Background: an optimization exercise with open tools, aiming at small area, a short achievable clock period and few clock cycles per item. Do not read the settings as production practice.
Function was checked by simulation only, so behaviour that the tests miss may differ from the original.

File: flow/design.v
module bubbleSort #(
    parameter SIZE_DATA = 16,
    parameter NUM_VALS  = 8
)(
    input  logic                         i_clk,
    input  logic                         i_rst_n,
    input  logic                         i_start,
    input  logic [NUM_VALS-1:0][SIZE_DATA-1:0]    i_data,
    output logic [NUM_VALS-1:0][SIZE_DATA-1:0]    o_data,
    output logic                         o_done
);
    logic [2:0] valid;
    always_ff @(posedge i_clk or negedge i_rst_n) begin
        if (!i_rst_n)
            valid <= '0;
        else
            valid <= {valid[1:0], i_start};
    end
    assign o_done = valid[2];
    logic s1_02, sn1_02;
    bs_cmp_00 c1_02 (.a(i_data[0]), .b(i_data[2]), .s(s1_02), .sn(sn1_02));
    logic s1_13, sn1_13;
    bs_cmp_00 c1_13 (.a(i_data[1]), .b(i_data[3]), .s(s1_13), .sn(sn1_13));
    logic s1_46, sn1_46;
    bs_cmp_00 c1_46 (.a(i_data[4]), .b(i_data[6]), .s(s1_46), .sn(sn1_46));
    logic s1_57, sn1_57;
    bs_cmp_00 c1_57 (.a(i_data[5]), .b(i_data[7]), .s(s1_57), .sn(sn1_57));
    logic [SIZE_DATA-1:0] k1_0, k1_2;
    bs_swap_00011 x1_02 (.a(i_data[0]), .b(i_data[2]), .s(s1_02), .sn(sn1_02), .lo(k1_0), .hi(k1_2));
    logic [SIZE_DATA-1:0] k1_1, k1_3;
    bs_swap_00000 x1_13 (.a(i_data[1]), .b(i_data[3]), .s(s1_13), .sn(sn1_13), .lo(k1_1), .hi(k1_3));
    logic [SIZE_DATA-1:0] k1_4, k1_6;
    bs_swap_00011 x1_46 (.a(i_data[4]), .b(i_data[6]), .s(s1_46), .sn(sn1_46), .lo(k1_4), .hi(k1_6));
    logic [SIZE_DATA-1:0] k1_5, k1_7;
    bs_swap_00011 x1_57 (.a(i_data[5]), .b(i_data[7]), .s(s1_57), .sn(sn1_57), .lo(k1_5), .hi(k1_7));
    logic [SIZE_DATA-1:0] r0_0;
    logic [SIZE_DATA-1:0] r0_1;
    logic [SIZE_DATA-1:0] r0_2;
    logic [SIZE_DATA-1:0] r0_3;
    logic [SIZE_DATA-1:0] r0_4;
    logic [SIZE_DATA-1:0] r0_5;
    logic [SIZE_DATA-1:0] r0_6;
    logic [SIZE_DATA-1:0] r0_7;
    always_ff @(posedge i_clk) begin
        r0_0 <= k1_0;
        r0_1 <= k1_1;
        r0_2 <= k1_2;
        r0_3 <= k1_3;
        r0_4 <= k1_4;
        r0_5 <= k1_5;
        r0_6 <= k1_6;
        r0_7 <= k1_7;
    end
    logic s2_04, sn2_04;
    bs_cmp_11 c2_04 (.a(r0_0), .b(r0_4), .s(s2_04), .sn(sn2_04));
    logic s2_15, sn2_15;
    bs_cmp_01 c2_15 (.a(r0_1), .b(r0_5), .s(s2_15), .sn(sn2_15));
    logic s2_26, sn2_26;
    bs_cmp_11 c2_26 (.a(r0_2), .b(r0_6), .s(s2_26), .sn(sn2_26));
    logic s2_37, sn2_37;
    bs_cmp_01 c2_37 (.a(r0_3), .b(r0_7), .s(s2_37), .sn(sn2_37));
    logic [SIZE_DATA-1:0] k2_0, k2_4;
    bs_swap_11100 x2_04 (.a(r0_0), .b(r0_4), .s(s2_04), .sn(sn2_04), .lo(k2_0), .hi(k2_4));
    logic [SIZE_DATA-1:0] k2_1, k2_5;
    bs_swap_01011 x2_15 (.a(r0_1), .b(r0_5), .s(s2_15), .sn(sn2_15), .lo(k2_1), .hi(k2_5));
    logic [SIZE_DATA-1:0] k2_2, k2_6;
    bs_swap_11100 x2_26 (.a(r0_2), .b(r0_6), .s(s2_26), .sn(sn2_26), .lo(k2_2), .hi(k2_6));
    logic [SIZE_DATA-1:0] k2_3, k2_7;
    bs_swap_01011 x2_37 (.a(r0_3), .b(r0_7), .s(s2_37), .sn(sn2_37), .lo(k2_3), .hi(k2_7));
    logic s3_01, sn3_01;
    bs_cmp_01 c3_01 (.a(k2_0), .b(k2_1), .s(s3_01), .sn(sn3_01));
    logic s3_23, sn3_23;
    bs_cmp_01 c3_23 (.a(k2_2), .b(k2_3), .s(s3_23), .sn(sn3_23));
    logic s3_45, sn3_45;
    bs_cmp_01 c3_45 (.a(k2_4), .b(k2_5), .s(s3_45), .sn(sn3_45));
    logic s3_67, sn3_67;
    bs_cmp_01 c3_67 (.a(k2_6), .b(k2_7), .s(s3_67), .sn(sn3_67));
    logic [SIZE_DATA-1:0] k3_0, k3_1;
    bs_swap_01100 x3_01 (.a(k2_0), .b(k2_1), .s(s3_01), .sn(sn3_01), .lo(k3_0), .hi(k3_1));
    logic [SIZE_DATA-1:0] k3_2, k3_3;
    bs_swap_01100 x3_23 (.a(k2_2), .b(k2_3), .s(s3_23), .sn(sn3_23), .lo(k3_2), .hi(k3_3));
    logic [SIZE_DATA-1:0] k3_4, k3_5;
    bs_swap_01011 x3_45 (.a(k2_4), .b(k2_5), .s(s3_45), .sn(sn3_45), .lo(k3_4), .hi(k3_5));
    logic [SIZE_DATA-1:0] k3_6, k3_7;
    bs_swap_01100 x3_67 (.a(k2_6), .b(k2_7), .s(s3_67), .sn(sn3_67), .lo(k3_6), .hi(k3_7));
    logic s4_24, sn4_24;
    bs_cmp_01 c4_24 (.a(k3_2), .b(k3_4), .s(s4_24), .sn(sn4_24));
    logic s4_35, sn4_35;
    bs_cmp_01 c4_35 (.a(k3_3), .b(k3_5), .s(s4_35), .sn(sn4_35));
    logic [SIZE_DATA-1:0] r1_0;
    logic [SIZE_DATA-1:0] r1_1;
    logic [SIZE_DATA-1:0] r1_2;
    logic [SIZE_DATA-1:0] r1_3;
    logic [SIZE_DATA-1:0] r1_4;
    logic [SIZE_DATA-1:0] r1_5;
    logic [SIZE_DATA-1:0] r1_6;
    logic [SIZE_DATA-1:0] r1_7;
    logic r1_s4_24;
    logic r1_sn4_24;
    logic r1_s4_35;
    logic r1_sn4_35;
    always_ff @(posedge i_clk) begin
        r1_0 <= k3_0;
        r1_1 <= k3_1;
        r1_2 <= k3_2;
        r1_3 <= k3_3;
        r1_4 <= k3_4;
        r1_5 <= k3_5;
        r1_6 <= k3_6;
        r1_7 <= k3_7;
        r1_s4_24 <= s4_24;
        r1_sn4_24 <= sn4_24;
        r1_s4_35 <= s4_35;
        r1_sn4_35 <= sn4_35;
    end
    logic [SIZE_DATA-1:0] k4_2, k4_4;
    bs_swap_01011 x4_24 (.a(r1_2), .b(r1_4), .s(r1_s4_24), .sn(r1_sn4_24), .lo(k4_2), .hi(k4_4));
    logic [SIZE_DATA-1:0] k4_3, k4_5;
    bs_swap_01100 x4_35 (.a(r1_3), .b(r1_5), .s(r1_s4_35), .sn(r1_sn4_35), .lo(k4_3), .hi(k4_5));
    logic s5_14, sn5_14;
    bs_cmp_01 c5_14 (.a(r1_1), .b(k4_4), .s(s5_14), .sn(sn5_14));
    logic s5_36, sn5_36;
    bs_cmp_00 c5_36 (.a(k4_3), .b(r1_6), .s(s5_36), .sn(sn5_36));
    logic [SIZE_DATA-1:0] k5_1, k5_4;
    bs_swap_01100 x5_14 (.a(r1_1), .b(k4_4), .s(s5_14), .sn(sn5_14), .lo(k5_1), .hi(k5_4));
    logic [SIZE_DATA-1:0] k5_3, k5_6;
    bs_swap_00011 x5_36 (.a(k4_3), .b(r1_6), .s(s5_36), .sn(sn5_36), .lo(k5_3), .hi(k5_6));
    logic s6_12, sn6_12;
    bs_cmp_01 c6_12 (.a(k5_1), .b(k4_2), .s(s6_12), .sn(sn6_12));
    logic s6_34, sn6_34;
    bs_cmp_10 c6_34 (.a(k5_3), .b(k5_4), .s(s6_34), .sn(sn6_34));
    logic s6_56, sn6_56;
    bs_cmp_01 c6_56 (.a(k4_5), .b(k5_6), .s(s6_56), .sn(sn6_56));
    logic [SIZE_DATA-1:0] k6_1, k6_2;
    bs_swap_01100 x6_12 (.a(k5_1), .b(k4_2), .s(s6_12), .sn(sn6_12), .lo(k6_1), .hi(k6_2));
    logic [SIZE_DATA-1:0] k6_3, k6_4;
    bs_swap_10100 x6_34 (.a(k5_3), .b(k5_4), .s(s6_34), .sn(sn6_34), .lo(k6_3), .hi(k6_4));
    logic [SIZE_DATA-1:0] k6_5, k6_6;
    bs_swap_01100 x6_56 (.a(k4_5), .b(k5_6), .s(s6_56), .sn(sn6_56), .lo(k6_5), .hi(k6_6));
    logic [SIZE_DATA-1:0] r2_0;
    logic [SIZE_DATA-1:0] r2_1;
    logic [SIZE_DATA-1:0] r2_2;
    logic [SIZE_DATA-1:0] r2_3;
    logic [SIZE_DATA-1:0] r2_4;
    logic [SIZE_DATA-1:0] r2_5;
    logic [SIZE_DATA-1:0] r2_6;
    logic [SIZE_DATA-1:0] r2_7;
    always_ff @(posedge i_clk) begin
        r2_0 <= r1_0;
        r2_1 <= k6_1;
        r2_2 <= k6_2;
        r2_3 <= k6_3;
        r2_4 <= k6_4;
        r2_5 <= k6_5;
        r2_6 <= k6_6;
        r2_7 <= r1_7;
    end
    assign o_data[0] = r2_0;
    assign o_data[1] = r2_1;
    assign o_data[2] = r2_2;
    assign o_data[3] = r2_3;
    assign o_data[4] = r2_4;
    assign o_data[5] = r2_5;
    assign o_data[6] = r2_6;
    assign o_data[7] = r2_7;
endmodule
module bs_cmp_00 (
    input  logic [15:0] a,
    input  logic [15:0] b,
    output logic        s,
    output logic        sn
);
    logic [15:0] bi;
    for (genvar i = 0; i < 16; i++) begin : ib
        bs_inv u (.A(b[i]), .Y(bi[i]));
    end
    logic [15:0] g0, p0;
    for (genvar i = 0; i < 16; i++) begin : lf
        bs_nand2 ug (.A(a[i]), .B(bi[i]), .Y(g0[i]));
        if (i > 0) begin : pp
            bs_nor2 up (.A(a[i]), .B(bi[i]), .Y(p0[i]));
        end else begin : np
            assign p0[i] = 1'b0;
        end
    end
    logic [7:0] g1, p1;
    for (genvar i = 0; i < 8; i++) begin : t1
        bs_o21ai ug (.A1(p0[2*i+1]), .A2(g0[2*i]), .B1(g0[2*i+1]), .Y(g1[i]));
        if (i > 0) begin : pp
            bs_nor2 up (.A(p0[2*i+1]), .B(p0[2*i]), .Y(p1[i]));
        end else begin : np
            assign p1[i] = 1'b0;
        end
    end
    logic [3:0] g2, p2;
    for (genvar i = 0; i < 4; i++) begin : t2
        bs_a21oi ug (.A1(p1[2*i+1]), .A2(g1[2*i]), .B1(g1[2*i+1]), .Y(g2[i]));
        if (i > 0) begin : pp
            bs_nand2 up (.A(p1[2*i+1]), .B(p1[2*i]), .Y(p2[i]));
        end else begin : np
            assign p2[i] = 1'b0;
        end
    end
    logic [1:0] g3, p3;
    for (genvar i = 0; i < 2; i++) begin : t3
        bs_o21ai ug (.A1(p2[2*i+1]), .A2(g2[2*i]), .B1(g2[2*i+1]), .Y(g3[i]));
        if (i > 0) begin : pp
            bs_nor2 up (.A(p2[2*i+1]), .B(p2[2*i]), .Y(p3[i]));
        end else begin : np
            assign p3[i] = 1'b0;
        end
    end
    bs_a21o urp (.A1(p3[1]), .A2(g3[0]), .B1(g3[1]), .X(s));
    bs_a21oi urn (.A1(p3[1]), .A2(g3[0]), .B1(g3[1]), .Y(sn));
endmodule
module bs_swap_00011 (
    input  logic [15:0] a,
    input  logic [15:0] b,
    input  logic        s,
    input  logic        sn,
    output logic [15:0] lo,
    output logic [15:0] hi
);
    for (genvar i = 0; i < 16; i++) begin : bit_
        bs_o22ai ulo (.A1(a[i]), .A2(s), .B1(b[i]), .B2(sn), .Y(lo[i]));
        bs_o22ai uhi (.A1(b[i]), .A2(s), .B1(a[i]), .B2(sn), .Y(hi[i]));
    end
endmodule
module bs_swap_00000 (
    input  logic [15:0] a,
    input  logic [15:0] b,
    input  logic        s,
    input  logic        sn,
    output logic [15:0] lo,
    output logic [15:0] hi
);
    for (genvar i = 0; i < 16; i++) begin : bit_
        bs_a22o ulo (.A1(b[i]), .A2(s), .B1(a[i]), .B2(sn), .X(lo[i]));
        bs_a22o uhi (.A1(a[i]), .A2(s), .B1(b[i]), .B2(sn), .X(hi[i]));
    end
endmodule
module bs_cmp_11 (
    input  logic [15:0] a,
    input  logic [15:0] b,
    output logic        s,
    output logic        sn
);
    logic [15:0] bi;
    for (genvar i = 0; i < 16; i++) begin : ib
        bs_inv u (.A(b[i]), .Y(bi[i]));
    end
    logic [15:0] g0, p0;
    for (genvar i = 0; i < 16; i++) begin : lf
        bs_nor2 ug (.A(a[i]), .B(bi[i]), .Y(g0[i]));
        if (i > 0) begin : pp
            bs_nand2 up (.A(a[i]), .B(bi[i]), .Y(p0[i]));
        end else begin : np
            assign p0[i] = 1'b0;
        end
    end
    logic [7:0] g1, p1;
    for (genvar i = 0; i < 8; i++) begin : t1
        bs_a21oi ug (.A1(p0[2*i+1]), .A2(g0[2*i]), .B1(g0[2*i+1]), .Y(g1[i]));
        if (i > 0) begin : pp
            bs_nand2 up (.A(p0[2*i+1]), .B(p0[2*i]), .Y(p1[i]));
        end else begin : np
            assign p1[i] = 1'b0;
        end
    end
    logic [3:0] g2, p2;
    for (genvar i = 0; i < 4; i++) begin : t2
        bs_o21ai ug (.A1(p1[2*i+1]), .A2(g1[2*i]), .B1(g1[2*i+1]), .Y(g2[i]));
        if (i > 0) begin : pp
            bs_nor2 up (.A(p1[2*i+1]), .B(p1[2*i]), .Y(p2[i]));
        end else begin : np
            assign p2[i] = 1'b0;
        end
    end
    logic [1:0] g3, p3;
    for (genvar i = 0; i < 2; i++) begin : t3
        bs_a21oi ug (.A1(p2[2*i+1]), .A2(g2[2*i]), .B1(g2[2*i+1]), .Y(g3[i]));
        if (i > 0) begin : pp
            bs_nand2 up (.A(p2[2*i+1]), .B(p2[2*i]), .Y(p3[i]));
        end else begin : np
            assign p3[i] = 1'b0;
        end
    end
    bs_o21ai urp (.A1(p3[1]), .A2(g3[0]), .B1(g3[1]), .Y(s));
    bs_o21a urn (.A1(p3[1]), .A2(g3[0]), .B1(g3[1]), .X(sn));
endmodule
module bs_cmp_01 (
    input  logic [15:0] a,
    input  logic [15:0] b,
    output logic        s,
    output logic        sn
);
    logic [15:0] g0, p0;
    for (genvar i = 0; i < 16; i++) begin : lf
        bs_nand2 ug (.A(a[i]), .B(b[i]), .Y(g0[i]));
        if (i > 0) begin : pp
            bs_nor2 up (.A(a[i]), .B(b[i]), .Y(p0[i]));
        end else begin : np
            assign p0[i] = 1'b0;
        end
    end
    logic [7:0] g1, p1;
    for (genvar i = 0; i < 8; i++) begin : t1
        bs_o21ai ug (.A1(p0[2*i+1]), .A2(g0[2*i]), .B1(g0[2*i+1]), .Y(g1[i]));
        if (i > 0) begin : pp
            bs_nor2 up (.A(p0[2*i+1]), .B(p0[2*i]), .Y(p1[i]));
        end else begin : np
            assign p1[i] = 1'b0;
        end
    end
    logic [3:0] g2, p2;
    for (genvar i = 0; i < 4; i++) begin : t2
        bs_a21oi ug (.A1(p1[2*i+1]), .A2(g1[2*i]), .B1(g1[2*i+1]), .Y(g2[i]));
        if (i > 0) begin : pp
            bs_nand2 up (.A(p1[2*i+1]), .B(p1[2*i]), .Y(p2[i]));
        end else begin : np
            assign p2[i] = 1'b0;
        end
    end
    logic [1:0] g3, p3;
    for (genvar i = 0; i < 2; i++) begin : t3
        bs_o21ai ug (.A1(p2[2*i+1]), .A2(g2[2*i]), .B1(g2[2*i+1]), .Y(g3[i]));
        if (i > 0) begin : pp
            bs_nor2 up (.A(p2[2*i+1]), .B(p2[2*i]), .Y(p3[i]));
        end else begin : np
            assign p3[i] = 1'b0;
        end
    end
    bs_a21o urp (.A1(p3[1]), .A2(g3[0]), .B1(g3[1]), .X(s));
    bs_a21oi urn (.A1(p3[1]), .A2(g3[0]), .B1(g3[1]), .Y(sn));
endmodule
module bs_swap_11100 (
    input  logic [15:0] a,
    input  logic [15:0] b,
    input  logic        s,
    input  logic        sn,
    output logic [15:0] lo,
    output logic [15:0] hi
);
    for (genvar i = 0; i < 16; i++) begin : bit_
        bs_o22ai ulo (.A1(a[i]), .A2(s), .B1(b[i]), .B2(sn), .Y(lo[i]));
        bs_o22ai uhi (.A1(b[i]), .A2(s), .B1(a[i]), .B2(sn), .Y(hi[i]));
    end
endmodule
module bs_swap_01011 (
    input  logic [15:0] a,
    input  logic [15:0] b,
    input  logic        s,
    input  logic        sn,
    output logic [15:0] lo,
    output logic [15:0] hi
);
    for (genvar i = 0; i < 16; i++) begin : bit_
        logic bi;
        bs_inv ub (.A(b[i]), .Y(bi));
        bs_o22ai ulo (.A1(a[i]), .A2(s), .B1(bi), .B2(sn), .Y(lo[i]));
        bs_o22ai uhi (.A1(bi), .A2(s), .B1(a[i]), .B2(sn), .Y(hi[i]));
    end
endmodule
module bs_swap_01100 (
    input  logic [15:0] a,
    input  logic [15:0] b,
    input  logic        s,
    input  logic        sn,
    output logic [15:0] lo,
    output logic [15:0] hi
);
    for (genvar i = 0; i < 16; i++) begin : bit_
        logic ai;
        bs_inv ua (.A(a[i]), .Y(ai));
        bs_o22ai ulo (.A1(ai), .A2(s), .B1(b[i]), .B2(sn), .Y(lo[i]));
        bs_o22ai uhi (.A1(b[i]), .A2(s), .B1(ai), .B2(sn), .Y(hi[i]));
    end
endmodule
module bs_cmp_10 (
    input  logic [15:0] a,
    input  logic [15:0] b,
    output logic        s,
    output logic        sn
);
    logic [15:0] g0, p0;
    for (genvar i = 0; i < 16; i++) begin : lf
        bs_nor2 ug (.A(a[i]), .B(b[i]), .Y(g0[i]));
        if (i > 0) begin : pp
            bs_nand2 up (.A(a[i]), .B(b[i]), .Y(p0[i]));
        end else begin : np
            assign p0[i] = 1'b0;
        end
    end
    logic [7:0] g1, p1;
    for (genvar i = 0; i < 8; i++) begin : t1
        bs_a21oi ug (.A1(p0[2*i+1]), .A2(g0[2*i]), .B1(g0[2*i+1]), .Y(g1[i]));
        if (i > 0) begin : pp
            bs_nand2 up (.A(p0[2*i+1]), .B(p0[2*i]), .Y(p1[i]));
        end else begin : np
            assign p1[i] = 1'b0;
        end
    end
    logic [3:0] g2, p2;
    for (genvar i = 0; i < 4; i++) begin : t2
        bs_o21ai ug (.A1(p1[2*i+1]), .A2(g1[2*i]), .B1(g1[2*i+1]), .Y(g2[i]));
        if (i > 0) begin : pp
            bs_nor2 up (.A(p1[2*i+1]), .B(p1[2*i]), .Y(p2[i]));
        end else begin : np
            assign p2[i] = 1'b0;
        end
    end
    logic [1:0] g3, p3;
    for (genvar i = 0; i < 2; i++) begin : t3
        bs_a21oi ug (.A1(p2[2*i+1]), .A2(g2[2*i]), .B1(g2[2*i+1]), .Y(g3[i]));
        if (i > 0) begin : pp
            bs_nand2 up (.A(p2[2*i+1]), .B(p2[2*i]), .Y(p3[i]));
        end else begin : np
            assign p3[i] = 1'b0;
        end
    end
    bs_o21ai urp (.A1(p3[1]), .A2(g3[0]), .B1(g3[1]), .Y(s));
    bs_o21a urn (.A1(p3[1]), .A2(g3[0]), .B1(g3[1]), .X(sn));
endmodule
module bs_swap_10100 (
    input  logic [15:0] a,
    input  logic [15:0] b,
    input  logic        s,
    input  logic        sn,
    output logic [15:0] lo,
    output logic [15:0] hi
);
    for (genvar i = 0; i < 16; i++) begin : bit_
        logic bi;
        bs_inv ub (.A(b[i]), .Y(bi));
        bs_o22ai ulo (.A1(a[i]), .A2(s), .B1(bi), .B2(sn), .Y(lo[i]));
        bs_o22ai uhi (.A1(bi), .A2(s), .B1(a[i]), .B2(sn), .Y(hi[i]));
    end
endmodule
module bs_inv (
    input  logic A,
    output logic Y
);
    assign Y = ~A;
endmodule
module bs_nand2 (
    input  logic A,
    input  logic B,
    output logic Y
);
    assign Y = ~(A & B);
endmodule
module bs_nor2 (
    input  logic A,
    input  logic B,
    output logic Y
);
    assign Y = ~(A | B);
endmodule
module bs_nand2b (
    input  logic A_N,
    input  logic B,
    output logic Y
);
    assign Y = A_N | ~B;
endmodule
module bs_nor2b (
    input  logic A,
    input  logic B_N,
    output logic Y
);
    assign Y = ~A & B_N;
endmodule
module bs_a21oi (
    input  logic A1,
    input  logic A2,
    input  logic B1,
    output logic Y
);
    assign Y = ~((A1 & A2) | B1);
endmodule
module bs_o21ai (
    input  logic A1,
    input  logic A2,
    input  logic B1,
    output logic Y
);
    assign Y = ~((A1 | A2) & B1);
endmodule
module bs_a21o (
    input  logic A1,
    input  logic A2,
    input  logic B1,
    output logic X
);
    assign X = (A1 & A2) | B1;
endmodule
module bs_o21a (
    input  logic A1,
    input  logic A2,
    input  logic B1,
    output logic X
);
    assign X = (A1 | A2) & B1;
endmodule
module bs_o22ai (
    input  logic A1,
    input  logic A2,
    input  logic B1,
    input  logic B2,
    output logic Y
);
    assign Y = ~((A1 | A2) & (B1 | B2));
endmodule
module bs_a22o (
    input  logic A1,
    input  logic A2,
    input  logic B1,
    input  logic B2,
    output logic X
);
    assign X = (A1 & A2) | (B1 & B2);
endmodule
module bs_o2bb2ai (
    input  logic A1_N,
    input  logic A2_N,
    input  logic B1,
    input  logic B2,
    output logic Y
);
    assign Y = (A1_N & A2_N) | (~B1 & ~B2);
endmodule
File: flow/flow/run.sh
#!/bin/bash
# Layout flow: the standard ORFS flow (standard.sh) with these changes:
#  - synthesis: if flow/cells_map.v exists, the design's gate-level leaf
#    modules (bs_*) are mapped onto the sky130hd cells of the same function
#    before the rest of synth_recipe.tcl runs; the remaining logic is mapped
#    with flow/abc.script instead of ORFS's abc_area.script. The register
#    mapping is unchanged.
#  - the make variables in flow/make_vars.txt (one VAR=value per line) are
#    added to the make command line, e.g. a larger SETUP_SLACK_MARGIN so
#    repair_timing sizes and buffers the critical paths.
# Each tool's log stays in orfs/logs/; the make output goes to standard_custom.log.
set -euo pipefail
HERE=$(pwd)
cp "$FLOW_HOME/scripts/synth.tcl" synth_abc.tcl
sed -i "s|^source \$::env(SCRIPTS_DIR)/synth_preamble.tcl|&\nset abc_args [lreplace \$abc_args 1 1 $HERE/flow/abc.script]|" synth_abc.tcl
if [[ -f flow/cells_map.v ]]; then
  sed -i "0,/^hierarchy -check -top \$::env(DESIGN_NAME)/s||&\ntechmap -map $HERE/flow/cells_map.v|" synth_abc.tcl
fi
sed "s|\$::env(SCRIPTS_DIR)/synth.tcl|$HERE/synth_abc.tcl|" synth_recipe.tcl > synth_recipe_abc.tcl
EXTRA=""
while IFS= read -r line; do
  [[ -z "$line" || "$line" == \#* ]] && continue
  EXTRA="$EXTRA '$line'"
done < flow/make_vars.txt
sed -e "s|SYNTH_SCRIPT=[^ ]*|SYNTH_SCRIPT=$HERE/synth_recipe_abc.tcl|" \
    -e "s|\"\${@:-finish}\"|$EXTRA &|" standard.sh > standard_custom.sh
bash standard_custom.sh "$@" > standard_custom.log 2>&1
File: flow/flow/abc.script
strash
dch
map -B 0.9
topo
stime -c
buffer -c
upsize -c
dnsize -c
File: flow/flow/cells_map.v
// Maps the design's gate-level leaf modules (bs_*) onto the sky130hd cells
// of the same function, drive strength 1.

module bs_inv (A, Y);
    input A;
    output Y;
    sky130_fd_sc_hd__inv_1 _TECHMAP_REPLACE_ (.A(A), .Y(Y));
endmodule

module bs_nand2 (A, B, Y);
    input A, B;
    output Y;
    sky130_fd_sc_hd__nand2_1 _TECHMAP_REPLACE_ (.A(A), .B(B), .Y(Y));
endmodule

module bs_nor2 (A, B, Y);
    input A, B;
    output Y;
    sky130_fd_sc_hd__nor2_1 _TECHMAP_REPLACE_ (.A(A), .B(B), .Y(Y));
endmodule

module bs_nand2b (A_N, B, Y);
    input A_N, B;
    output Y;
    sky130_fd_sc_hd__nand2b_1 _TECHMAP_REPLACE_ (.A_N(A_N), .B(B), .Y(Y));
endmodule

module bs_nor2b (A, B_N, Y);
    input A, B_N;
    output Y;
    sky130_fd_sc_hd__nor2b_1 _TECHMAP_REPLACE_ (.A(A), .B_N(B_N), .Y(Y));
endmodule

module bs_a21oi (A1, A2, B1, Y);
    input A1, A2, B1;
    output Y;
    sky130_fd_sc_hd__a21oi_1 _TECHMAP_REPLACE_ (.A1(A1), .A2(A2), .B1(B1), .Y(Y));
endmodule

module bs_o21ai (A1, A2, B1, Y);
    input A1, A2, B1;
    output Y;
    sky130_fd_sc_hd__o21ai_1 _TECHMAP_REPLACE_ (.A1(A1), .A2(A2), .B1(B1), .Y(Y));
endmodule

module bs_a21o (A1, A2, B1, X);
    input A1, A2, B1;
    output X;
    sky130_fd_sc_hd__a21o_1 _TECHMAP_REPLACE_ (.A1(A1), .A2(A2), .B1(B1), .X(X));
endmodule

module bs_o21a (A1, A2, B1, X);
    input A1, A2, B1;
    output X;
    sky130_fd_sc_hd__o21a_1 _TECHMAP_REPLACE_ (.A1(A1), .A2(A2), .B1(B1), .X(X));
endmodule

module bs_o22ai (A1, A2, B1, B2, Y);
    input A1, A2, B1, B2;
    output Y;
    sky130_fd_sc_hd__o22ai_1 _TECHMAP_REPLACE_ (.A1(A1), .A2(A2), .B1(B1), .B2(B2), .Y(Y));
endmodule

module bs_a22o (A1, A2, B1, B2, X);
    input A1, A2, B1, B2;
    output X;
    sky130_fd_sc_hd__a22o_1 _TECHMAP_REPLACE_ (.A1(A1), .A2(A2), .B1(B1), .B2(B2), .X(X));
endmodule

module bs_o2bb2ai (A1_N, A2_N, B1, B2, Y);
    input A1_N, A2_N, B1, B2;
    output Y;
    sky130_fd_sc_hd__o2bb2ai_1 _TECHMAP_REPLACE_ (.A1_N(A1_N), .A2_N(A2_N), .B1(B1), .B2(B2), .Y(Y));
endmodule
File: flow/flow/make_vars.txt
SETUP_SLACK_MARGIN=10.6
BUFFER_PORTS_ARGS=-buffer_cell sky130_fd_sc_hd__buf_1
CTS_ARGS=-sink_clustering_enable -repair_clock_nets -dont_use_dummy_load -buf_list {sky130_fd_sc_hd__clkbuf_8} -sink_clustering_size 20 -sink_clustering_max_diameter 60
File: flow/standard.sh
#!/bin/bash
# synth_recipe.tcl (not shown) runs the flow's synth.tcl, then flattens the netlist and writes it again
# the make line also repeats each setting of config.mk as NAME=value (left out here)
make -C /OpenROAD-flow-scripts/flow DESIGN_CONFIG=/design/flow/config.mk WORK_HOME=/design/flow/orfs CLKGATE_MAP_FILE= SYNTH_SCRIPT=/design/flow/synth_recipe.tcl "${@:-finish}"
File: flow/config.mk
export PLATFORM = sky130hd
export DESIGN_NAME = bubbleSort
export DESIGN_NICKNAME = bubbleSort
export VERILOG_FILES = /design/flow/design.v
export SDC_FILE = /design/flow/constraint.sdc
export NUM_CORES = 8
export LEC_CHECK = 0
export ABC_AREA = 1
export CAP_MARGIN = 50
export CORE_MARGIN = 2
export CORE_UTILIZATION = 50
export SLEW_MARGIN = 50
File: flow/constraint.sdc
create_clock -name core_clock -period 15.0 [get_ports {i_clk}]
set_input_delay 3.0000 -clock core_clock [delete_from_list [all_inputs] [get_ports {i_clk}]]
set_output_delay 3.0000 -clock core_clock [all_outputs]
set_load 0.01 [all_outputs]
==> reports/qor.yml, run 1 <==
synth:
  syn_avg_cell_area_um2: 7.25
  synthesis.nets: 2536
  ys_ff_latch: 391
  syn_inst: 2405
  syn_area_um2: 17400
  synth.distinct_cells: 11
  yosysSeqAreaShare_pct: 45.0
  yosys_warnings: 1
global_routing:
  globalRouteMet1Util_pct: 39.6
  antenna_found_initial: 0
  track_usage_pct: 29.6
  grt.busiest_layer: "met2"
  grt_pass1_vias: 15100
  grt_max_degree: 33
  grt_pass1_wl_mm: 84.0
  gr-total-overflow: 0
  use_met2_pct: 47.4
  gr-usage-met3_pct: 3.50
clock_network:
  clk_latency_ns: 0.63
  cts_inserted_buffers: 28
  clock-sinks: 391
  cts_max_level: 1
  path_clk_slew_ns: 0.10
  cts_tree: "done"
  cts_resized: 0
  cts_setup_buffers: 0
  clockBufferDepth: 3
  postCtsHoldBufs: 0
  cts_root_buffer: "clkbuf_8"
floorplanning:
  die_area_um2: 36400
  io_pins: 260
  start_util_pct: 50.6
  coreArea_um2: 34500
  rows: 68
  fp.dieW_um: 191
  die_h_um: 191
critical_path:
  cp-end-kind: "flip-flop"
  r2r-start: "r0_7[7]$_DFF_P_"
  crit_required_ns: 15.53
  rrSetupSlack_ns: 10.82
  start_kind: "flip-flop"
  crit_chain: "nor2_1 -> nor2_1 -> nand2_1 -> o21ai_1 -> a21oi_4 -> buf_8 -> o22ai_1 -> nor2_1 -> nor2_1 -> nand2_1 -> o21ai_1 -> a21oi_4 -> buf_6 -> o22ai_1 -> nor2_1 -> o21ai_1 -> a21oi_1 -> o21ai_1 -> a21oi_1"
  crit_slowest_cell: "dfxtp_1"
  arrival_ns: 4.71
  reg2reg_depth: 19
  crit_path_max_fanout: 20
  critPathMostFrequentCell: "nor2_1"
  r2r-end: "r1_sn4_24$_DFF_P_"
  crit_type: "flip-flop to flip-flop"
  cpPeakStageDelay_ns: 0.47
placed_design:
  io_buffers: 259
  gp_congestion: 0.976
  dpl.hpwl_mm: 45.7
  dp.cells: 3123
min_path:
  holdPathEnd: "r2_0[9]$_DFF_P_"
  hold-path-cell-count: 0
  hold_class: "flip-flop to flip-flop"
  min_from: "r1_0[9]$_DFF_P_"
run:
  cap_violations: 0
route:
  ant_nets: 0
  routed_wl_mm: 56.0
  vias: 18100
  drtIter0Drc: 1676
  avgViaCountPerCell: 5.71
  drc_errors: 0
  drt_first_pass_iters: 8
  wire_per_inst_um: 17.7
run_status:
  status: "no timing/DRC/antenna violations"
layout:
  nNetsFinal: 2842
  finalNonFillerCells: 3164
  drive_gt1_share_pct: 3.32
  layout_common_cells: "o22ai_1 (569), nor2_1 (425), dfxtp_1 (384), nand2_1 (373), inv_1 (304)"
  diodes: 0
  areaGrowthSynthToFinish_pct: 13.9
  mostFrequentLayoutCell: "o22ai_1"
sta:
  worstMarginPinSlew_ns: 0.693
  fmax_mhz: 239
  skew_ns: 0.0627
  tns_ns: 0
  fin_crit_sh_pct: 27.9
  relSlewSlack_pct: 53.8
  finalHoldViolations: 0
  drv_slew: 0
  setup_viol_count_final: 0
  rsz0062_at_grt: "false"
  period_minus_slack_ns: 4.18
-- layout make-up --
class | instances | area, µm²
clock buffer | 28 | 385
fill | 3270 | 14600
inverter | 304 | 1140
multi-input combinational | 1710 | 8730
sequential | 391 | 7850
tap | 455 | 569
timing repair buffer | 276 | 1180
-- Yosys cell counts --
cell type / n / area, µm²
o22ai_1: 576 / 3600
nor2_1: 425 / 1600
dfxtp_1: 388 / 7770
nand2_1: 373 / 1400
inv_1: 304 / 1140
o21ai_1: 175 / 876
a21oi_1: 110 / 551
a22o_1: 32 / 280
a21o_1: 16 / 120
dfrtp_1: 3 / 75.1
o21a_1: 3 / 22.5
-- per-layer routing --
metal / wire, µm / share of wire, %
met1: 24700 / 44
met2: 24200 / 43
met3: 4240 / 7.6
met4: 2830 / 5.1
met5: 0 / 0
-- kinds of logic after synthesis --
group	Yosys count	synth area share, %
AOI/OAI and AO/OA	912	31.3
and+or+nand+nor	798	17.2
DFF	391	45.0
buffers and inverters	304	6.55
-- per-stage QoR --
step	instance area, µm²	hold slack (ns)	setup WS, ns	util [%]
after global placement	19100	0.311	10.05	55.4
final	19900	0.316	10.82	57.6
after CTS	19600	0.325	10.67	56.9
after detailed placement	19200	0.312	10.17	55.8
after floorplan	17500	0.310	10.60	-
after global routing	19900	0.316	10.60	57.6
-- critical path, delay by kind of cell (launching register included) --
kind	cells	cell delay, ns
AOI/OAI and AO/OA	10	2.39
buffers and inverters	2	0.40
DFF	1	0.47
and+or+nand+nor	7	0.82
-- worst max path at each step --
stage	start	endpoint
2_1_floorplan	i_data[39]	r0_0[0]$_DFF_P_
3_3_place_gp	i_data[94]	r0_7[1]$_DFF_P_
3_5_place_dp	i_data[51]	r0_3[7]$_DFF_P_
4_1_cts	r0_0[11]$_DFF_P_	r1_s4_35$_DFF_P_
5_1_grt	r0_0[8]$_DFF_P_	r1_sn4_35$_DFF_P_
6_report	r0_7[7]$_DFF_P_	r1_sn4_24$_DFF_P_
Testbench counts, summed over its fixed seeds: cycles 2,072, sets 2,048.
==> run 2, diff against run 1 <==
--- a/flow/config.mk
+++ b/flow/config.mk
@@ -7,6 +7,6 @@
 export LEC_CHECK = 0
 export ABC_AREA = 1
-export CAP_MARGIN = 50
+export CAP_MARGIN = 20
 export CORE_MARGIN = 2
-export CORE_UTILIZATION = 50
-export SLEW_MARGIN = 50
+export CORE_UTILIZATION = 40
+export SLEW_MARGIN = 20
==> run 2 against run 1 <==
Still clean on timing, DRC and antenna; sequential share of layout area hardly changed; die area increased by 24%; highest routed layer unchanged.
==> reports/qor.yml, run 2 <==
layout:
  finalNonFillerCells: 3285
  post-route-util_pct: 46.1
  diodes: 0
  multi_input_area_um2: 8760
  nFillCells: 4388
  drive_gt1_share_pct: 3.04
  areaGrowthSynthToFinish_pct: 14.0
  nNetsFinal: 2833
  layout_common_cells: "o22ai_1 (570), nor2_1 (424), dfxtp_1 (384), nand2_1 (373), inv_1 (304)"
  ff_latch_area_um2: 7850
  mostFrequentLayoutCell: "o22ai_1"
clock_network:
  clk_latency_ns: 0.65
  cts_inserted_buffers: 29
  clock-sinks: 391
  cts_max_level: 1
  cts_setup_buffers: 0
  cts_root_buffer: "clkbuf_8"
  cts_tree: "done"
  postCtsHoldBufs: 0
  path_clk_slew_ns: 0.09
  clockBufferDepth: 3
synth:
  yosys.area.top_type_share_pct: 44.6
  syn_avg_cell_area_um2: 7.25
  synth_commonest_cells: "o22ai_1 (576), nor2_1 (425), dfxtp_1 (388)"
  synth_area_leaders: "dfxtp_1 (45%), o22ai_1 (21%), nor2_1 (9.2%), nand2_1 (8.0%), inv_1 (6.5%)"
  yosysMostFrequentCell: "o22ai_1"
  synth_top_area_cell: "dfxtp_1"
  synth.distinct_cells: 11
  ys_ff_latch: 391
  yosysSeqAreaShare_pct: 45.0
  syn_area_um2: 17400
  async_flop_share_pct: 0.767
  syn_inst: 2405
  synthesis.nets: 2536
  yosys_warnings: 1
  ys.flop_type: "dfxtp_1"
  synth_edf_count: 0
floorplanning:
  fp.dieW_um: 213
  io_pins: 260
  start_util_pct: 40.5
  die_h_um: 213
  die_area_um2: 45300
  coreArea_um2: 43100
  rows: 76
critical_path:
  crit_path_max_fanout: 32
  crit_required_ns: 15.39
  start_kind: "input pin"
  rrSetupSlack_ns: 10.89
  arrival_ns: 4.62
  crit_type: "input pin to flip-flop"
  cp-end-kind: "flip-flop"
route:
  drtIter0Drc: 1575
  drt_first_pass_iters: 5
  ant_nets: 0
  wire_per_inst_um: 17.8
  routed_wl_mm: 58.6
  avgViaCountPerCell: 5.51
  drc_errors: 0
  vias: 18100
min_path:
  hold_class: "flip-flop to flip-flop"
placed_design:
  dpl.hpwl_mm: 46.9
  place_ws_ns: 9.96
  gp_congestion: 0.897
  io_buffers: 259
  dp.cells: 3252
sta:
  layout_setup_ws_ns: 10.78
  setup_viol_count_final: 0
  period_minus_slack_ns: 4.22
  worstMarginPinSlew_ns: 0.982
  fin_crit_sh_pct: 28.2
  tns_ns: 0
  rsz0062_at_grt: "false"
  drv_slew: 0
  finalHoldViolations: 0
  fmax_mhz: 237
  skew_ns: 0.0670
  relSlewSlack_pct: 34.6
run:
  cap_violations: 0
global_routing:
  antenna_found_initial: 0
  gr-total-overflow: 0
  grt_max_degree: 33
  track_usage_pct: 24.6
  grt_pass1_vias: 15700
  grt_pass1_wl_mm: 86.4
run_status:
  status: "no timing/DRC/antenna violations"
==> run 2: layout make-up <==
class | instances | share of cell area [%]
inverters | 304 | 5.74
well taps | 585 | 3.68
flip-flops and latches | 391 | 39.5
multi-input cells | 1714 | 44.1
repair buffers | 262 | 5.00
clock buffers | 29 | 2.01
==> run 2: through the flow <==
step	hold slack [ns]	area [µm²]
floorplan	0.310	17500
global placement	0.313	19300
detailed placement	0.312	19300
CTS	0.284	19700
global route	0.298	19900
finish	0.295	19900
==> run 2: final timing paths <==
path	start	to	cells after the start
min	r1_7[1]$_DFF_P_	r2_7[1]$_DFF_P_	0
max	i_data[99]	r0_6[7]$_DFF_P_	8
max in group asynchronous	i_rst_n	valid[1]$_DFF_PN0_	1
min in group asynchronous	i_rst_n	valid[2]$_DFF_PN0_	1
min reg2reg	r1_7[1]$_DFF_P_	r2_7[1]$_DFF_P_	0
max reg2reg	r0_4[3]$_DFF_P_	r1_s4_35$_DFF_P_	18
==> run 2: timing repair <==
action,in CTS,in global routing
pin swaps,0,5
hold endpoints to repair,0,0
cloned,0,4
resized for setup,14,24
endpoints found under the setup margin,104,171
==> run 2: logic make-up (layout without fill, tap and decap cells) <==
logic type,Yosys count,in the layout,synth area share [%]
AO/OA/AOI/OAI,912,916,31.3
buffers and inverters,304,595,6.55
flip-flops,391,391,45.0
AND/OR/NAND/NOR,798,798,17.2
==> run 2: worst max-delay path, cell delays in order <==
cell and delay [ns]:
buf_1 0.15, inv_1 0.07, nor2_1 0.13, o21ai_1 0.08
a21oi_1 0.15, o21ai_1 0.13, a21oi_4 0.64, o22ai_1 0.25
==> run 2: per-layer routing <==
layer	global-route usage (%)	wire (µm)	vias up
li1	-	-	9108
met1	32.7	25800	8245
met2	41.5	27100	652
met3	2.81	3870	79
met4	8.34	1750	0
met5	0	0	-
==> run 3, diff against run 2 <==
--- a/flow/config.mk
+++ b/flow/config.mk
@@ -7,6 +7,6 @@
 export LEC_CHECK = 0
 export ABC_AREA = 1
-export CAP_MARGIN = 20
+export CAP_MARGIN = 50
 export CORE_MARGIN = 2
 export CORE_UTILIZATION = 40
-export SLEW_MARGIN = 20
+export SLEW_MARGIN = 50
==> run 3 against run 2 <==
Still clean; via count decreased by 0.63%; setup slack got worse by 0.0014 ns; die area unchanged; register-to-register slack improved by 0.02 ns; maximum frequency about the same; critical path depth decreased by 7; largest cell class unchanged.
==> reports/qor.yml, run 3 <==
layout:
  nFillCells: 4392
  post-route-util_pct: 46.5
  multi_input_area_um2: 8720
  diodes: 0
  nNetsFinal: 2843
  ff_latch_area_um2: 7850
  mostFrequentLayoutCell: "o22ai_1"
  drive_gt1_share_pct: 3.36
  layout_common_cells: "o22ai_1 (570), nor2_1 (425), dfxtp_1 (384), nand2_1 (373), inv_1 (304)"
  areaGrowthSynthToFinish_pct: 14.8
clock_network:
  clockBufferDepth: 3
  path_clk_slew_ns: 0.11
  cts_root_buffer: "clkbuf_8"
  clock-sinks: 391
  cts_tree: "done"
  postCtsHoldBufs: 0
  clk_latency_ns: 0.65
  cts_inserted_buffers: 29
  cts_max_level: 1
global_routing:
  gr-total-overflow: 0
  track_usage_pct: 24.7
  grt_pass1_vias: 15800
  grt_max_degree: 33
  antenna_found_initial: 0
  grt_pass1_wl_mm: 86.0
route:
  ant_nets: 0
  avgViaCountPerCell: 5.45
  drtIter0Drc: 1410
  routed_wl_mm: 58.2
  drt_first_pass_iters: 6
  vias: 18000
  drc_errors: 0
  wire_per_inst_um: 17.6
synth:
  synth_top_area_cell: "dfxtp_1"
  synth_area_leaders: "dfxtp_1 (45%), o22ai_1 (21%), nor2_1 (9.2%), nand2_1 (8.0%), inv_1 (6.5%)"
  synth_fa_ha_area_share_pct: 0
  yosys_warnings: 1
  async_flop_share_pct: 0.767
  syn_avg_cell_area_um2: 7.25
  synthMuxAreaShare_pct: 0
  ys.flop_type: "dfxtp_1"
  synth_commonest_cells: "o22ai_1 (576), nor2_1 (425), dfxtp_1 (388)"
  yosys.area.top_type_share_pct: 44.6
  synth_compound_area_share_pct: 31.3
  yosysMostFrequentCell: "o22ai_1"
  synth_top_family_by_area: "compound AO/OA/AOI/OAI gates"
  synth-simple-area-share_pct: 17.2
  yosysSeqAreaShare_pct: 45.0
  synth.distinct_cells: 11
  synth-xor-area-share_pct: 0
  synth_edf_count: 0
  synthesis.nets: 2536
  ys_ff_latch: 391
  syn_inst: 2405
  syn_area_um2: 17400
sta:
  layout_setup_ws_ns: 10.77
  setup_viol_count_final: 0
  fin_crit_sh_pct: 28.2
  rsz0062_at_grt: "false"
  worstMarginPinSlew_ns: 0.772
  relSlewSlack_pct: 48.5
  period_minus_slack_ns: 4.23
  tns_ns: 0
  skew_ns: 0.0689
  fmax_mhz: 237
  finalHoldViolations: 0
  drv_slew: 0
floorplanning:
  die_h_um: 213
  coreArea_um2: 43100
  start_util_pct: 40.5
  fp.dieW_um: 213
  rows: 76
  die_area_um2: 45300
  io_pins: 260
critical_path:
  r2r-start: "r0_4[11]$_DFF_P_"
  path_buf_inv: 1
  crit_required_ns: 12.00
  crit_cells: 1
  arrival_ns: 1.23
  crit_type: "flip-flop to primary output"
  reg2reg_depth: 19
  crit_chain: "buf_1"
  cp-end-kind: "primary output"
  crit_path_max_fanout: 1
  crit_path_start: "r2_0[14]$_DFF_P_"
  start_kind: "flip-flop"
  crit_family: "flip-flops"
  crit_slowest_cell: "dfxtp_1"
  cpPeakStageDelay_ns: 0.41
run:
  cap_violations: 0
min_path:
  hold_class: "flip-flop to flip-flop"
  hold-path-cell-count: 0
  min_from: "r1_7[7]$_DFF_P_"
placed_design:
  gp_congestion: 0.897
  dpl.hpwl_mm: 46.9
  io_buffers: 259
  place_ws_ns: 10.15
run_status:
  status: "no timing/DRC/antenna violations"
-- run 3: layer usage --
metal  wire length, µm  GRT usage (%)  up-vias
met2             26300           40.6      631
met4              2370           10.9        0
met3              4260           3.82      109
li1                  -              -     9115
met5                 0              0        -
met1             25200           32.0     8115
-- run 3: final cells by class --
class | instances | share of cell area (%)
Multi-Input combinational cell | 1711 | 43.6
Sequential cell | 391 | 39.2
Timing Repair Buffer | 275 | 5.85
Inverter | 304 | 5.70
Tap cell | 585 | 3.66
Clock buffer | 29 | 1.99
-- run 3: kinds of logic after synthesis --
logic type,Yosys count
AO/OA/AOI/OAI,912
AND/OR/NAND/NOR,798
flip-flops,391
buffers and inverters,304
-- run 3: final timing paths --
check                                      to  slack (ns)
max in group asynchronous  valid[0]$_DFF_PN0_       12.71
hold / removal                r2_7[7]$_DFF_P_        0.30
setup / recovery                   o_data[14]       10.77
hold reg to reg               r2_7[7]$_DFF_P_        0.30
min in group asynchronous  valid[2]$_DFF_PN0_        2.14
setup reg to reg             r1_s4_35$_DFF_P_       10.91
-- run 3: through the flow --
step	std cells	instance area [µm²]	hold slack, ns
2_1_floorplan	2405	17500	0.310
3_3_place_gp	3252	19300	0.313
3_5_place_dp	3254	19400	0.312
4_1_cts	3283	19800	0.301
5_1_grt	3295	20000	0.305
6_report	3295	20000	0.297
-- run 3: what timing repair did --
action,in CTS,in global routing
gates resized for setup,0,9
setup endpoints to repair,0,4
endpoints found under the hold margin,0,0
buffers inserted,0,0
==> run 4, diff against run 3 <==
--- a/flow/config.mk
+++ b/flow/config.mk
@@ -9,4 +9,5 @@
 export CAP_MARGIN = 50
 export CORE_MARGIN = 2
-export CORE_UTILIZATION = 40
+export CORE_UTILIZATION = 55
+export PLACE_DENSITY = 0.7
 export SLEW_MARGIN = 50
==> run 4 against run 3 <==
Still clean on timing, DRC and antenna; sequential share of layout area increased by 0.37 points; first-iteration DRC count increased by 33%; clock-buffer cell count decreased by 1; wire length decreased by 5.4%; non-clock buffer count increased by 1; flip-flop and latch count unchanged; via count increased by 2.3%; critical path type is now flip-flop to flip-flop.
==> reports/qor.yml, run 4 <==
run_status:
  status: "no timing/DRC/antenna violations"
critical_path:
  rrSetupSlack_ns: 10.76
  r2r-start: "r0_0[9]$_DFF_P_"
  crit_required_ns: 15.51
  cp-end-kind: "flip-flop"
  start_kind: "flip-flop"
  reg2reg_depth: 19
  crit_type: "flip-flop to flip-flop"
  r2r-end: "r1_sn4_35$_DFF_P_"
  arrival_ns: 4.75
  crit_path_start: "r0_0[9]$_DFF_P_"
  crit_path_max_fanout: 24
synth:
  synth_compound_area_share_pct: 31.3
  synth-simple-area-share_pct: 17.2
  yosysMostFrequentCell: "o22ai_1"
  synth_top_area_cell: "dfxtp_1"
  synth_commonest_cells: "o22ai_1 (576), nor2_1 (425), dfxtp_1 (388)"
  synthesis.nets: 2536
  synth.distinct_cells: 11
  synth_edf_count: 0
  syn_area_um2: 17400
  ys.flop_type: "dfxtp_1"
  syn_avg_cell_area_um2: 7.25
  synth-xor-area-share_pct: 0
  yosysSeqAreaShare_pct: 45.0
  ys_ff_latch: 391
  synth_fa_ha_area_share_pct: 0
  synth_top_family_by_area: "compound AO/OA/AOI/OAI gates"
  async_flop_share_pct: 0.767
  yosys_warnings: 1
  yosys.area.top_type_share_pct: 44.6
  synth_area_leaders: "dfxtp_1 (45%), o22ai_1 (21%), nor2_1 (9.2%), nand2_1 (8.0%), inv_1 (6.5%)"
  synthMuxAreaShare_pct: 0
  syn_inst: 2405
global_routing:
  grt_pass1_vias: 15600
  gr-usage-met3_pct: 3.99
  antenna_found_initial: 0
  gr-total-overflow: 0
  grt_max_degree: 33
  grt.busiest_layer: "met2"
  use_met2_pct: 50.4
  track_usage_pct: 31.7
  globalRouteMet1Util_pct: 42.3
  grt_pass1_wl_mm: 83.1
min_path:
  holdPathEnd: "r2_7[11]$_DFF_P_"
  min_from: "r1_7[11]$_DFF_P_"
  hold_class: "flip-flop to flip-flop"
  hold-path-cell-count: 0
layout:
  nNetsFinal: 2842
  diodes: 0
  multi_input_area_um2: 8760
  finalNonFillerCells: 3111
  nFillCells: 2872
  drive_gt1_share_pct: 3.47
  ff_latch_area_um2: 7850
  areaGrowthSynthToFinish_pct: 13.7
  layout_common_cells: "o22ai_1 (565), nor2_1 (425), dfxtp_1 (384), nand2_1 (373), inv_1 (304)"
  mostFrequentLayoutCell: "o22ai_1"
floorplanning:
  io_pins: 260
  die_h_um: 182
  coreArea_um2: 31400
  fp.dieW_um: 182
  rows: 65
  die_area_um2: 33100
  start_util_pct: 55.5
sta:
  fin_crit_sh_pct: 28.2
  finalHoldViolations: 0
  drv_slew: 0
  rsz0062_at_grt: "false"
  worstMarginPinSlew_ns: 0.729
  tns_ns: 0
  fmax_mhz: 236
  skew_ns: 0.0699
  setup_viol_count_final: 0
  period_minus_slack_ns: 4.24
  timing.hold.ws_ns: 0.318
  relSlewSlack_pct: 51.4
route:
  wire_per_inst_um: 17.7
  avgViaCountPerCell: 5.91
  drc_errors: 0
  ant_nets: 0
  drt_first_pass_iters: 10
  routed_wl_mm: 55.0
  drtIter0Drc: 1876
  vias: 18400
clock_network:
  cts_inserted_buffers: 28
  clockBufferDepth: 3
  clk_latency_ns: 0.62
  cts_max_level: 1
  cts_root_buffer: "clkbuf_8"
  cts_resized: 0
  postCtsHoldBufs: 0
  cts_setup_buffers: 0
  path_clk_slew_ns: 0.11
  cts_tree: "done"
  clock-sinks: 391
placed_design:
  gp_congestion: 1.05
  dp.cells: 3069
  dpl.hpwl_mm: 44.5
  io_buffers: 259
run:
  cap_violations: 0
## run 4: cell counts after synthesis
Identical to the previous run, type by type.
## run 4: metal layers
metal / share of wire (%) / up-vias
li1: - / 9124
met1: 44 / 8287
met2: 43 / 821
met3: 7.3 / 151
met4: 6.0 / 0
met5: 0 / -
## run 4: worst max-delay path: stages, from the launching register on
cell and delay (ns):
dfxtp_1 0.46, nand2_1 0.12, a21oi_1 0.17, o21ai_1 0.07
a21oi_1 0.32, o21ai_4 0.17, buf_6 0.21, o22ai_1 0.48
nor2_1 0.15, o21ai_1 0.17, a21oi_1 0.05, o21ai_1 0.31
a21oi_4 0.20, buf_6 0.19, o22ai_1 0.45, nor2_1 0.11
nor2_1 0.15, nand2_1 0.10, o21ai_1 0.18, a21oi_1 0.05
## run 4: stage by stage
step | instance area (µm²) | util [%] | worst slack [ns]
after floorplan | 17500 | - | 10.60
after global placement | 19000 | 60.6 | 10.11
after detailed placement | 19200 | 61.0 | 10.15
after CTS | 19500 | 62.2 | 10.67
after global routing | 19800 | 63.1 | 10.60
final | 19800 | 63.1 | 10.76
## run 4: kinds of logic (layout without fill, tap and decap cells)
| group | after synthesis | count (layout) |
|---|---|---|
| simple gates | 798 | 798 |
| flops | 391 | 391 |
| compound gates | 912 | 912 |
| buf+inv | 304 | 608 |
## run 4: how the worst max path moves through the flow
stage	slack, ns	to
6_report	10.76	r1_sn4_35$_DFF_P_
5_1_grt	10.60	r1_sn4_35$_DFF_P_
4_1_cts	10.67	r1_s4_35$_DFF_P_
3_5_place_dp	10.15	r0_1[11]$_DFF_P_
3_3_place_gp	10.11	r0_0[0]$_DFF_P_
2_1_floorplan	10.60	r0_0[0]$_DFF_P_
## run 4: layout make-up
class / instances / area share [%]
clock buffer: 28 / 1.94
multi-input combinational: 1710 / 44.2
timing repair buffer: 276 / 5.98
sequential: 391 / 39.6
tap: 402 / 2.54
inverter: 304 / 5.76
==> run 5, diff against run 4 <==
==> flow/flow/make_vars.txt (replaced) <==
SETUP_SLACK_MARGIN=10.6
BUFFER_PORTS_ARGS=-buffer_cell sky130_fd_sc_hd__buf_1
CTS_ARGS=-sink_clustering_enable -repair_clock_nets -dont_use_dummy_load -buf_list {sky130_fd_sc_hd__clkbuf_8} -sink_clustering_size 16 -sink_clustering_max_diameter 50
--- a/flow/config.mk
+++ b/flow/config.mk
@@ -9,5 +9,4 @@
 export CAP_MARGIN = 50
 export CORE_MARGIN = 2
-export CORE_UTILIZATION = 55
-export PLACE_DENSITY = 0.7
+export CORE_UTILIZATION = 40
 export SLEW_MARGIN = 50
==> run 5 against run 4 <==
Still clean on timing, DRC and antenna; non-clock buffer count shrank 1; area after synthesis is the same; clock-buffer cell count grew 8; worst hold slack lost 0.0012 ns; via count shrank 2.2%; first-iteration DRC count shrank 24%; maximum frequency grew 1.4%; global-route usage shrank 6.7 points; flip-flop and latch count is the same; critical path depth shrank 18.
==> reports/qor.yml, run 5 <==
run_status:
  status: "no timing/DRC/antenna violations"
floorplanning:
  io_pins: 260
  die_area_um2: 45300
  start_util_pct: 40.5
  rows: 76
  coreArea_um2: 43100
  fp.dieW_um: 213
  die_h_um: 213
critical_path:
  crit_type: "flip-flop to primary output"
  crit_family: "flip-flops"
  crit_path_max_fanout: 1
  path_buf_inv: 1
  cp-end-kind: "primary output"
  cpPeakStageDelay_ns: 0.40
  arrival_ns: 1.18
  crit_required_ns: 12.00
  crit_chain: "buf_1"
  crit_slowest_cell: "dfxtp_1"
  start_kind: "flip-flop"
min_path:
  hold_class: "flip-flop to flip-flop"
synth:
  yosysSeqAreaShare_pct: 45.0
  syn_avg_cell_area_um2: 7.25
  ys.flop_type: "dfxtp_1"
  synth_area_leaders: "dfxtp_1 (45%), o22ai_1 (21%), nor2_1 (9.2%), nand2_1 (8.0%), inv_1 (6.5%)"
  async_flop_share_pct: 0.767
  ys_ff_latch: 391
  synth_edf_count: 0
  synthesis.nets: 2536
  syn_inst: 2405
  yosysMostFrequentCell: "o22ai_1"
  synth.distinct_cells: 11
  synth_top_area_cell: "dfxtp_1"
  synth_commonest_cells: "o22ai_1 (576), nor2_1 (425), dfxtp_1 (388)"
  yosys_warnings: 1
  yosys.area.top_type_share_pct: 44.6
  syn_area_um2: 17400
clock_network:
  path_clk_slew_ns: 0.09
  postCtsHoldBufs: 0
  cts_root_buffer: "clkbuf_8"
  clock-sinks: 391
  cts_inserted_buffers: 36
  cts_resized: 0
  cts_setup_buffers: 0
  cts_tree: "done"
  clockBufferDepth: 3
  clk_latency_ns: 0.62
  cts_max_level: 2
layout:
  mostFrequentLayoutCell: "o22ai_1"
  ff_latch_area_um2: 7850
  finalNonFillerCells: 3301
  areaGrowthSynthToFinish_pct: 15.2
  layout_common_cells: "o22ai_1 (572), nor2_1 (425), dfxtp_1 (384), nand2_1 (373), inv_1 (304)"
  drive_gt1_share_pct: 3.46
  multi_input_area_um2: 8700
  diodes: 0
  nNetsFinal: 2849
  fin_area_um2: 20100
  nFillCells: 4392
sta:
  tns_ns: 0
  period_minus_slack_ns: 4.18
  layout_setup_ws_ns: 10.82
  fin_crit_sh_pct: 27.9
  fmax_mhz: 239
  relSlewSlack_pct: 46.1
  drv_slew: 0
  finalHoldViolations: 0
  rsz0062_at_grt: "false"
  skew_ns: 0.0968
  setup_viol_count_final: 0
  timing.hold.ws_ns: 0.317
  worstMarginPinSlew_ns: 0.808
route:
  drc_errors: 0
  drt_first_pass_iters: 6
  vias: 18000
  avgViaCountPerCell: 5.45
  drtIter0Drc: 1418
  ant_nets: 0
  routed_wl_mm: 58.4
  wire_per_inst_um: 17.7
global_routing:
  grt_max_degree: 33
  antenna_found_initial: 0
  grt_pass1_vias: 15800
  grt_pass1_wl_mm: 86.5
  gr-total-overflow: 0
  track_usage_pct: 25.0
placed_design:
  place_ws_ns: 10.15
  place_area_um2: 19400
  io_buffers: 259
  dp.cells: 3254
  dpl.hpwl_mm: 46.9
  gp_congestion: 0.897
run:
  cap_violations: 0
==> run 5: changes by cell type in the layout (fill, tap and decap cells not counted) <==
cell      change
clkbuf_8      +8
o22ai_1       +7
o22ai_2       -7
buf_6         -4
a21o_2        -2
a21o_4        +2
buf_4         +2
o21a_2        +2
o21a_4        -2
a21oi_2       +1
a21oi_4       -1
buf_8         +1
o21ai_2       +1
o21ai_4       -1
==> run 5: worst paths after layout <==
check                                      start                  to  slack, ns  cells past startpoint
worst max-delay path            r2_0[14]$_DFF_P_          o_data[14]      10.82                      1
worst min-delay path             r1_7[7]$_DFF_P_     r2_7[7]$_DFF_P_       0.32                      0
worst max register to register   r0_4[7]$_DFF_P_    r1_s4_35$_DFF_P_      10.83                     19
worst min register to register   r1_7[7]$_DFF_P_     r2_7[7]$_DFF_P_       0.32                      0
max in group asynchronous                i_rst_n  valid[0]$_DFF_PN0_      12.67                      1
min in group asynchronous                i_rst_n  valid[2]$_DFF_PN0_       2.18                      1
==> run 5: cell families after synthesis <==
family / Yosys count / share of synthesized area (%)
buffers and inverters: 304 / 6.55
flip-flops: 391 / 45.0
AO/OA/AOI/OAI: 912 / 31.3
AND/OR/NAND/NOR: 798 / 17.2
==> run 5: per-layer routing <==
layer  vias to the layer above  track usage, %  wire, µm
met1                      8096            32.2     25200
met4                         0            12.2      2460
met3                       111            4.27      4420
met2                       633            40.7     26400
li1                       9144               -         -
met5                         -               0         0
==> run 5: cell type report <==
type,instances,share of cell area (%)
multi-input cells,1710,43.3
flip-flops and latches,391,39.1
repair buffers,275,5.83
inverters,304,5.68
well taps,585,3.64
clock buffers,36,2.47
==> run 5: worst reg2reg max path, delay by kind of cell, from the launching register on <==
kind                   cells  cell delay (ns)
buffers and inverters      2             0.33
and+or+nand+nor            5             0.67
DFF                        1             0.47
AOI/OAI and AO/OA         12             2.65
==> run 5: per-stage QoR <==
step | util [%]
3_5_place_dp | 45.0
5_1_grt | 46.6
4_1_cts | 46.1
2_1_floorplan | -
6_report | 46.6
3_3_place_gp | 44.7
==> run 6, diff against run 5 <==
==> flow/flow/make_vars.txt (replaced) <==
SETUP_SLACK_MARGIN=10.6
BUFFER_PORTS_ARGS=-buffer_cell sky130_fd_sc_hd__buf_1
CTS_ARGS=-sink_clustering_enable -repair_clock_nets -dont_use_dummy_load -buf_list {sky130_fd_sc_hd__clkbuf_8} -sink_clustering_size 18 -sink_clustering_max_diameter 60
==> run 6 against run 5 <==
Critical path type unchanged; cell area fell by 0.35%; area after synthesis unchanged; maximum frequency down 1.7%; clock skew fell by 0.033 ns; still clean on timing, DRC and antenna; critical endpoint unchanged; utilization shrank 0.16 points; register-to-register slack lost 0.02 ns.
==> reports/qor.yml, run 6 <==
synth:
  yosys_warnings: 1
  synth_commonest_cells: "o22ai_1 (576), nor2_1 (425), dfxtp_1 (388)"
  syn_avg_cell_area_um2: 7.25
  syn_area_um2: 17400
  synth_edf_count: 0
  ys_ff_latch: 391
  yosysSeqAreaShare_pct: 45.0
  synth_area_leaders: "dfxtp_1 (45%), o22ai_1 (21%), nor2_1 (9.2%), nand2_1 (8.0%), inv_1 (6.5%)"
  yosysMostFrequentCell: "o22ai_1"
  ys.flop_type: "dfxtp_1"
  yosys.area.top_type_share_pct: 44.6
  synthesis.nets: 2536
  synth.distinct_cells: 11
  syn_inst: 2405
  async_flop_share_pct: 0.767
  synth_top_area_cell: "dfxtp_1"
clock_network:
  clockBufferDepth: 3
  cts_tree: "done"
  path_clk_slew_ns: 0.10
  cts_setup_buffers: 0
  postCtsHoldBufs: 0
  cts_max_level: 1
  clock-sinks: 391
  cts_inserted_buffers: 31
  clk_latency_ns: 0.65
  cts_root_buffer: "clkbuf_8"
global_routing:
  grt_pass1_wl_mm: 86.3
  gr-total-overflow: 0
  antenna_found_initial: 0
  grt_pass1_vias: 15800
  track_usage_pct: 24.8
  grt_max_degree: 33
layout:
  drive_gt1_share_pct: 3.32
  layout_common_cells: "o22ai_1 (572), nor2_1 (425), dfxtp_1 (384), nand2_1 (373), inv_1 (304)"
  nNetsFinal: 2845
  diodes: 0
  post-route-util_pct: 46.5
  fin_area_um2: 20000
  areaGrowthSynthToFinish_pct: 14.8
  nFillCells: 4401
  mostFrequentLayoutCell: "o22ai_1"
run_status:
  status: "no timing/DRC/antenna violations"
critical_path:
  crit_path_max_fanout: 1
  crit_type: "flip-flop to primary output"
  crit_chain: "buf_1"
  path_buf_inv: 1
  cp-end-kind: "primary output"
  crit_required_ns: 12.00
  arrival_ns: 1.25
  crit_slowest_cell: "dfxtp_1"
  start_kind: "flip-flop"
  crit_family: "flip-flops"
  cpPeakStageDelay_ns: 0.42
route:
  wire_per_inst_um: 17.7
  ant_nets: 0
  vias: 18100
  routed_wl_mm: 58.4
  avgViaCountPerCell: 5.48
  drc_errors: 0
  drt_first_pass_iters: 6
  drtIter0Drc: 1432
sta:
  tns_ns: 0
  period_minus_slack_ns: 4.25
  fmax_mhz: 235
  drv_slew: 0
  finalHoldViolations: 0
  relSlewSlack_pct: 50.8
  worstMarginPinSlew_ns: 0.739
  rsz0062_at_grt: "false"
  fin_crit_sh_pct: 28.3
  timing.hold.ws_ns: 0.316
  skew_ns: 0.0635
  setup_viol_count_final: 0
floorplanning:
  coreArea_um2: 43100
  fp.dieW_um: 213
  rows: 76
  start_util_pct: 40.5
  die_h_um: 213
  io_pins: 260
  die_area_um2: 45300
run:
  cap_violations: 0
min_path:
  hold_class: "flip-flop to flip-flop"
placed_design:
  gp_congestion: 0.897
  dpl.hpwl_mm: 46.9
  place_area_um2: 19400
  io_buffers: 259
[run 6: cell counts after synthesis]
Identical to the previous run, type by type.
[run 6: worst paths after layout]
kind / from / end / slack (ns) / cells after the start
min in group asynchronous: i_rst_n / valid[2]$_DFF_PN0_ / 2.14 / 1
setup / recovery: r2_0[14]$_DFF_P_ / o_data[14] / 10.75 / 1
max in group asynchronous: i_rst_n / valid[0]$_DFF_PN0_ / 12.71 / 1
hold / removal: r1_7[7]$_DFF_P_ / r2_7[7]$_DFF_P_ / 0.32 / 0
setup reg to reg: r0_4[5]$_DFF_P_ / r1_s4_35$_DFF_P_ / 10.81 / 19
hold reg to reg: r1_7[7]$_DFF_P_ / r2_7[7]$_DFF_P_ / 0.32 / 0
[run 6: timing repair]
action | CTS | global route
endpoints found under the setup margin | 0 | 4
endpoints found under the hold margin | 0 | 0
resized for setup | 0 | 6
[run 6: metal layers]
| metal | track usage (%) | vias to the layer above | routed length (µm) |
|---|---|---|---|
| met5 | 0 | - | 0 |
| met1 | 32.2 | 8172 | 25200 |
| met3 | 3.71 | 116 | 4360 |
| met4 | 10.9 | 0 | 2420 |
| met2 | 40.8 | 643 | 26400 |
| li1 | - | 9131 | - |
[run 6: cell type report]
| class | count | area (µm²) | share of cell area, % |
|---|---|---|---|
| timing repair buffer | 275 | 1170 | 5.83 |
| tap | 585 | 732 | 3.66 |
| clock buffer | 31 | 427 | 2.13 |
| sequential | 391 | 7850 | 39.2 |
| inverter | 304 | 1140 | 5.70 |
| multi-input combinational | 1711 | 8700 | 43.5 |
[run 6: kinds of logic (layout without fill, tap and decap cells)]
| group | count (synthesis) | after routing | synth area share (%) |
|---|---|---|---|
| flip-flops | 391 | 391 | 45.0 |
| buffers and inverters | 304 | 610 | 6.55 |
| AO/OA/AOI/OAI | 912 | 913 | 31.3 |
| AND/OR/NAND/NOR | 798 | 798 | 17.2 |
[run 6: metrics by stage]
step	worst slack, ns	instances
3_3_place_gp	10.01	3252
3_5_place_dp	10.15	3254
4_1_cts	10.71	3285
2_1_floorplan	10.60	2405
6_report	10.75	3297
5_1_grt	10.60	3297

-- static timing again, ports no longer ideal --
Ports are ideal in the flow. The routed layouts listed here were re-timed in OpenROAD.
Step 1 assumes that a clkbuf_16 drives the clock port and a buf_2 every other input.
Step 2 also shifts input and output timing later by t, the mid clock arrival at the registers, as if the neighbouring blocks saw the same clock.
a / b / c = no drivers / after step 1 / after step 2; a / b = the first two.
| run | t, ns | setup WS [ns] | worst register clock-pin slew, ns | worst data-port slew with drivers (ns) |
|---|---|---|---|---|
| run 1 | 0.660 | 10.816 / 10.803 / 10.221 | 0.12 / 0.12 | 0.04 |
| run 2 | 0.667 | 10.775 / 10.722 / 10.139 | 0.12 / 0.12 | 0.05 |
| run 3 | 0.670 | 10.774 / 10.721 / 10.151 | 0.11 / 0.11 | 0.05 |
| run 4 | 0.639 | 10.764 / 10.764 / 10.182 | 0.11 / 0.11 | 0.04 |
| run 5 | 0.632 | 10.821 / 10.768 / 10.249 | 0.10 / 0.10 | 0.05 |
| run 6 | 0.676 | 10.751 / 10.694 / 10.164 | 0.11 / 0.11 | 0.05 |
After both steps setup and hold are still met in every run listed. For run 2, which loses most, drivers alone change the setup slack by -0.053 ns; drivers and shift together by -0.636 ns.
